Context: an optimization exercise on an open-source flow, tuned for small area. The choices shown serve that exercise and are no tape-out recipe. In this exercise RTL edits were held to simulation tests only and were not proved equivalent to the original. Power is estimated from default activity; no workload was simulated.

Setup of old:
Design top_level, start of the top module:
module top_level(
    input  wire clk,
    input  wire [3:0]  button,
    input  wire [17:0] SW,
    output wire [6:0]  HEX0, HEX1, HEX2, HEX3, HEX4, HEX5, HEX6, HEX7
);
clock: 15.0 ns
lec_check: 0
abc_area: 1
cap_margin: 20
core_margin: 2
core_utilization: 40
slew_margin: 20
standard.sh (not shown) runs the stock make flow with config.mk's settings and CLKGATE_MAP_FILE= SYNTH_SCRIPT=/design/flow/synth_recipe.tcl, a recipe that flattens the netlist after the stock synthesis.
==> flow/flow/run.sh <==
#!/bin/bash
# Layout flow: the standard flow (standard.sh) with these changes
#  - synthesis maps the logic with an area-oriented ABC script (flow/area.abc)
#    and without extracting half/full adder cells (ADDER_MAP_FILE empty);
#  - ports are buffered with buf_1 cells;
#  - the clock tree is built from clkbuf_4 cells, without dummy loads.
# Each tool's output goes to the ORFS logs under orfs/logs; the make output
# to flow.log.
set -euo pipefail
export FLOW_WORK=$PWD
export FLOW_ABC_SCRIPT=$PWD/flow/area.abc
bash standard.sh \
  SYNTH_SCRIPT=$PWD/flow/synth.tcl \
  ADDER_MAP_FILE= \
  "BUFFER_PORTS_ARGS=-buffer_cell sky130_fd_sc_hd__buf_1" \
  "CTS_ARGS=-sink_clustering_enable -repair_clock_nets -buf_list sky130_fd_sc_hd__clkbuf_4 -dont_use_dummy_load" \
  finish > flow.log 2>&1
==> flow/flow/area.abc <==
strash
&get -n
&fraig -x
&put
scorr
dc2
strash
&get -n
&deepsyn -T 120
&dch -f
&nf -R 1000 -p -F 10 -A 10
&put
==> flow/flow/synth.tcl <==
# The standard flow's synthesis (synth_recipe.tcl, which runs ORFS's synth.tcl) with one
# change: ABC maps the logic with flow/area.abc, an area-oriented script, in
# place of ORFS's abc_area.script.  Registers are mapped before ABC runs and
# are not touched by it.
proc abc {args} {
  set i [lsearch -exact $args -script]
  if {$i >= 0} {
    lset args [expr {$i + 1}] $::env(FLOW_ABC_SCRIPT)
  }
  yosys abc {*}$args
}
source $::env(FLOW_WORK)/synth_recipe.tcl
old: PASS, flow complete, no timing, DRC or antenna violations
--- input diff old..new ---
==> flow/flow/run.sh <==
#!/bin/bash
# Layout flow: the standard flow (standard.sh) with these changes
#  - synthesis maps the logic with an area-oriented ABC script (flow/area.abc),
#    the best of several seeds (see flow/synth.tcl),
#    and without extracting half/full adder cells (ADDER_MAP_FILE empty);
#  - ports are buffered with buf_1 cells;
#  - the clock tree is built from clkbuf_4 cells, without dummy loads.
# Each tool's output goes to the ORFS logs under orfs/logs; the make output
# to flow.log.
set -euo pipefail
export FLOW_WORK=$PWD
export FLOW_ABC_SCRIPT=$PWD/flow/area.abc
export FLOW_ABC_SEEDS="1 2 3 4 5 6"
bash standard.sh \
  SYNTH_SCRIPT=$PWD/flow/synth.tcl \
  ADDER_MAP_FILE= \
  "BUFFER_PORTS_ARGS=-buffer_cell sky130_fd_sc_hd__buf_1" \
  "CTS_ARGS=-sink_clustering_enable -repair_clock_nets -buf_list sky130_fd_sc_hd__clkbuf_4 -dont_use_dummy_load" \
  finish > flow.log 2>&1
==> flow/flow/area.abc <==
strash
&get -n
&fraig -x
&put
scorr
dc2
strash
&get -n
&deepsyn -T 60 -S @SEED@
&dch -f
&nf -R 1000 -p -F 10 -A 10
&put
==> flow/flow/synth.tcl <==
# The standard flow's synthesis (synth_recipe.tcl, which runs ORFS's synth.tcl) with one
# change: ABC maps the logic with an area-oriented script (flow/area.abc,
# which ends with &deepsyn and &nf), tried with several random seeds of
# &deepsyn; the smallest result is kept.  Registers are mapped before ABC
# runs and are not touched by it.
proc abc {args} {
  set i [lsearch -exact $args -script]
  set lib_args {}
  foreach {k v} $args { if {$k eq "-liberty"} { lappend lib_args -liberty $v } }
  set tmpl [read [open $::env(FLOW_ABC_SCRIPT)]]
  set best_area 1e99
  yosys design -save abc_in
  foreach seed $::env(FLOW_ABC_SEEDS) {
    set script $::env(FLOW_WORK)/abc_seed$seed.script
    set f [open $script w]
    puts $f [string map [list @SEED@ $seed] $tmpl]
    close $f
    yosys design -load abc_in
    lset args [expr {$i + 1}] $script
    yosys abc {*}$args
    yosys tee -q -o $::env(FLOW_WORK)/abc_seed$seed.stat stat {*}$lib_args
    set area 1e99
    regexp {Chip area for module [^:]*: ([0-9.]+)} [read [open $::env(FLOW_WORK)/abc_seed$seed.stat]] -> area
    puts "ABC seed $seed: area $area"
    if {$area < $best_area} {
      set best_area $area
      yosys design -save abc_best
    }
  }
  yosys design -load abc_best
  puts "ABC: kept area $best_area"
}
source $::env(FLOW_WORK)/synth_recipe.tcl
new went all the way through synthesis, placement and routing and the layout is clean on timing, DRC and antenna.
Route | new vs old | wire longer in new
Per the comparison of new with old, switching part of the total closely matched the old numbers, total global-route track usage rose by 1.0 points, number of endpoints failing setup at the final stage essentially unchanged, non-clock buffer count level.
new vs old on number of detailed-routing iterations run before antenna repair: new is the higher one.
Of old and new, the lower synthesized area belongs to new.
When new is set beside old, its maximum frequency turns out to be 8.7% larger.
Comparing the two runs side by side, new comes out ahead of old on final critical path time including I/O delays and setup.
Against old, new comes in 0.20 points higher on synthesis-to-layout area growth.
new has slack of the worst reg-to-reg path below what old had.

========
## the baseline
top_level, a different RTL version from the one above (not shown whole).
Size: roughly 650 cells after synthesis, ~110 flip-flops, roughly 79 I/O pins, ~5500 sq um of cells after synthesis.
## top_level
module top_level(
    input  wire clk,
    input  wire [3:0]  button,
    input  wire [17:0] SW,
    output wire [6:0]  HEX0, HEX1, HEX2, HEX3, HEX4, HEX5, HEX6, HEX7
);
clock: 15.0 ns
lec_check: 0
abc_area: 1
cap_margin: 20
core_margin: 2
core_utilization: 40
slew_margin: 20
==> flow/flow/run.sh <==
#!/bin/bash
# Layout flow: the standard flow (standard.sh) with these changes
#  - synthesis maps the logic with an area-oriented ABC script (flow/area.abc),
#    run as 24 parallel trials (8 seeds; nothing, &synch2 or &syn3 first),
#    keeping the smallest (see flow/synth.tcl),
#    and without extracting half/full adder cells (ADDER_MAP_FILE empty);
#  - ports are buffered with buf_1 cells;
#  - the clock tree is built from clkbuf_4 cells, without dummy loads.
# Each tool's output goes to the ORFS logs under orfs/logs; the make output
# to flow.log.
set -euo pipefail
export FLOW_WORK=$PWD
export FLOW_ABC_SCRIPT=$PWD/flow/area.abc
export FLOW_ABC_SEEDS="1 2 3 4 5 6 7 8"
export FLOW_ABC_PRE="{} &synch2 &syn3"
bash standard.sh \
  SYNTH_SCRIPT=$PWD/flow/synth.tcl \
  ADDER_MAP_FILE= \
  "BUFFER_PORTS_ARGS=-buffer_cell sky130_fd_sc_hd__buf_1" \
  "CTS_ARGS=-sink_clustering_enable -repair_clock_nets -buf_list sky130_fd_sc_hd__clkbuf_4 -dont_use_dummy_load" \
  finish > flow.log 2>&1
Other scripts of this flow, unchanged in this note and not shown: flow/flow/area.abc, flow/flow/synth.tcl
For the candidate, these inputs were changed with respect to the baseline:
--- a/flow/flow/run.sh
+++ b/flow/flow/run.sh
@@ -4 +4 @@
-#    run as 24 parallel trials (8 seeds; nothing, &synch2 or &syn3 first),
+#    run as 48 parallel trials (16 seeds; nothing, &synch2 or &syn3 first),
@@ -7 +7,2 @@
-#  - ports are buffered with buf_1 cells;
+#  - ports are buffered with buf_1 cells, and so are the outputs that
+#    synthesis finds equal to another output (MIN_BUF_CELL_AND_PORTS);
@@ -14 +15 @@
-export FLOW_ABC_SEEDS="1 2 3 4 5 6 7 8"
+export FLOW_ABC_SEEDS="1 2 3 4 5 6 7 8 9 10 11 12 13 14 15 16"
@@ -18,0 +20 @@
+  "MIN_BUF_CELL_AND_PORTS=sky130_fd_sc_hd__buf_1 A X" \
Findings:
- Across the baseline and the candidate, the outcome is the same: a clean finish for every run.
- Delta (the candidate minus the baseline): global-route wire length before repair went up by 170 microns; maximum cell stage delay along the critical path was more or less identical; core utilization was more or less identical; non-clock buffer count went down by 1.6%; clock power was more or less identical.
- In the candidate, the average wire per cell in the routed design came out about 1.2% above the value in the baseline.
- Diff the baseline -> the candidate: number of instances on the worst hold path has remained practically unchanged, routing usage on met2 roughly the same.

-- re-timing with driven ports --
How much do the figures lean on ideal ports? The routed layouts below were timed once more, with nothing changed but the port constraints.
Step 1: set_driving_cell puts a clkbuf_16 on clk and a buf_2 on each other input, an assumption about the parent block.
Step 2 moves the port delays by t, midway between the first and last clock arrival at a register: inputs arrive t later, outputs are due t later. That takes back most of the time a late clock gives input paths.
Slacks: ideal / step 1 / step 2; pairs: ideal / step 1.
run | t, ns | setup slack, ns | worst register clock-pin slew, ns | worst data-port slew with drivers (ns)
old | 0.518 | 6.171 / 6.147 / 6.147 | 0.10 / 0.10 | 0.03
new | 0.536 | 6.876 / 6.854 / 6.854 | 0.11 / 0.11 | 0.03
the baseline | 0.516 | 6.576 / 6.554 / 6.554 | 0.10 / 0.10 | 0.03
the candidate | 0.512 | 6.527 / 6.505 / 6.505 | 0.10 / 0.10 | 0.04
After both steps every run listed still meets setup and hold. For old, which loses most, drivers alone change the setup slack by -0.024 ns; drivers and shift together by -0.024 ns.
